What follows belongs to an exercise in optimizing a design on an open flow for small area; a production flow would make more cautious choices.
Function was checked by simulation only, so behaviour that the tests miss may differ from the original.
Power is estimated from default activity; no workload was simulated.

Design Maze, start of the top module:
module Maze
(
    input clk,                       
    input true_rst,                  
    input wire button_1,             
    input wire button_2,             
    input wire button_3,             
    input wire button_4,             
    input wire[7:0] seed,
    output wire tft_clk,             
    output wire tft_mosi,            
    output wire tft_dc,              
    output wire tft_rst,             
    output wire tft_cs,              
    output wire[6:0] hex_disp_1,     
    output wire[6:0] hex_disp_2,     
    output wire[6:0] hex_disp_3,     
    output wire[6:0] hex_disp_4      
);
clock: 12.0 ns
lec_check: 0
cap_margin: 20
core_margin: 2
core_utilization: 40
cts_cluster_diameter: 100
cts_cluster_size: 20
place_density: 0.6
slew_margin: 20
run.sh (not shown) runs the stock make flow with config.mk's settings and CLKGATE_MAP_FILE= SYNTH_SCRIPT=/design/flow/synth_recipe.tcl, a recipe that flattens the netlist after the stock synthesis.
Change:
==> flow/flow/run.sh (new file) <==
#!/bin/bash
# Layout flow: the standard synthesis, its combinational logic mapped again
# with an area-oriented ABC script (registers untouched), then the standard flow's
# standard floorplan-to-finish steps.  Each tool's output goes to its own log.
set -euo pipefail
W=$(pwd)
ORFS_WORK=$(grep -o 'WORK_HOME=[^ ]*' standard.sh | head -1 | cut -d= -f2- | tr -d "'")
R=$ORFS_WORK/results/$FLOW_PLATFORM/Maze/base
YOSYS=$FLOW_HOME/../tools/install/yosys/bin/yosys
[ -x "$YOSYS" ] || YOSYS=yosys
LIB=$FLOW_HOME/platforms/$FLOW_PLATFORM/lib/sky130_fd_sc_hd__tt_025C_1v80.lib

# 1. standard synthesis (stops at the synthesized netlist)
bash standard.sh "$R/1_2_yosys.v" > "$W/synth_standard.log" 2>&1
cp "$R/1_2_yosys.v" "$W/netlist_standard.v"

# 2. remap the combinational logic
SEQ=$(awk '/^[ \t]*cell[ \t]*\(/ { gsub(/[()" \t{]/, "", $0); sub(/^cell/, "", $0); name=$0 }
           /^[ \t]*(ff|latch|statetable)[ \t]*\(/ { if (name != "") { print name; name="" } }' "$LIB" | sort -u | tr '\n' ' ')
sed -e "s|@LIB@|$LIB|g" -e "s|@SEQ@|$SEQ|" -e "s|@IN@|$W/netlist_standard.v|" \
    -e "s|@OUT@|$W/netlist_remapped.v|" -e "s|@SCRIPT@|$W/flow/area.abc|" -e "s|@TOP@|$FLOW_TOP|" \
    "$W/flow/remap.ys" > "$W/remap.ys"
"$YOSYS" -l "$W/remap.log" -q -s "$W/remap.ys" > /dev/null 2>&1
# keep the standard netlist if the remap lost any register
n_std=$(grep -c '_DFF\|sky130_fd_sc_hd__[a-z]*df[a-z]*_[0-9]' "$W/netlist_standard.v" || true)
n_new=$(grep -c '_DFF\|sky130_fd_sc_hd__[a-z]*df[a-z]*_[0-9]' "$W/netlist_remapped.v" || true)
if [ "$n_std" = "$n_new" ] && [ "$n_new" -gt 0 ]; then
  cp "$W/netlist_remapped.v" "$R/1_2_yosys.v"
  touch "$R/1_2_yosys.v"
fi

# 3. standard floorplan, placement, clock tree, routing and finish
bash standard.sh finish > "$W/layout_standard.log" 2>&1
==> flow/flow/area.abc (new file) <==
strash
&get -n
&deepsyn -T 240
&put
strash
&get -n
&st
&dch
&nf -a
&put
strash
&get -n
&st
&syn2
&dch
&nf -a
&put
==> flow/flow/remap.ys (new file) <==
# Maps the standard synthesis's combinational logic again; registers (and their
# names and cell types) are kept as they are.
read_liberty -ignore_miss_func @LIB@
blackbox @SEQ@
read_verilog @IN@
hierarchy -top @TOP@
flatten
opt_clean -purge
techmap
opt -fast
abc -script @SCRIPT@ -liberty @LIB@ -dont_use sky130_fd_sc_hd__probe_p_8 -dont_use sky130_fd_sc_hd__probec_p_8 -dont_use sky130_fd_sc_hd__lpflow_*
opt_clean -purge
splitnets
opt_clean -purge
hilomap -singleton -hicell sky130_fd_sc_hd__conb_1 HI -locell sky130_fd_sc_hd__conb_1 LO
insbuf -buf sky130_fd_sc_hd__buf_4 A X
check
stat -liberty @LIB@
write_verilog -noattr -nohex -nodec @OUT@
==> flow/standard.sh (new file) <==
#!/bin/bash
# synth_recipe.tcl (not shown) runs the flow's synth.tcl, then flattens the netlist and writes it again
# the make line also repeats each setting of config.mk as NAME=value (left out here)
make -C /OpenROAD-flow-scripts/flow DESIGN_CONFIG=/design/flow/config.mk WORK_HOME=/design/flow/orfs CLKGATE_MAP_FILE= SYNTH_SCRIPT=/design/flow/synth_recipe.tcl "${@:-finish}"
removed: flow/run.sh
Result: The changed run passed the timing, design-rule and antenna checks. Final cell count is lower by 15%. Cell area is lower by 14%. Synthesized area is lower by 19%. Worst setup slack degrades by 490 ps. Clock-buffer cell count is higher by 1. Routed wire length is lower by 12%. Clock skew is higher by 33 ps.
Change:
--- a/flow/flow/area.abc
+++ b/flow/flow/area.abc
@@ -3 +3 @@
-&deepsyn -T 240
+&deepsyn -T 480
- CORE_UTILIZATION: 40 -> 60
- PLACE_DENSITY: 0.6 -> 0.75
Outcome: Routed wire length drops by 0.64%. Design area drops by 0.99%. Final cell count drops by about 6%. Power drops by 1.8%. Core utilization climbs by 22 points. Fmax climbs by about 9%. Synthesized area climbs by 0.67%. Worst setup slack improved by 810 ps. Global-route usage climbs by 15 points. Clock-buffer cell count is unchanged.

==> what the ideal ports hide <==
The flow's constraints put no driver on any port. The routed layouts listed below were extracted and timed again, unchanged, in two steps. Step 1: set_driving_cell puts a clkbuf_16 on clk and a buf_2 on each other input, an assumption about the parent block. Step 2 also shifts input and output timing later by t, the mid clock arrival at the registers, as if the neighbouring blocks saw the same clock. a / b / c = no drivers / after step 1 / after step 2; a / b = the first two.
| run | t (ns) | setup WS [ns] | hold WS [ns] | worst data-port slew with drivers (ns) |
|---|---|---|---|---|
| the first run | 0.726 | 3.007 / 3.007 / 3.007 | 0.471 / 0.471 / 0.471 | 0.04 |
| the second run | 0.702 | 2.515 / 2.515 / 2.515 | 0.467 / 0.467 / 0.467 | 0.04 |
| the third run | 0.676 | 3.321 / 3.321 / 3.321 | 0.470 / 0.470 / 0.470 | 0.04 |
After both steps every run listed still meets setup and hold.
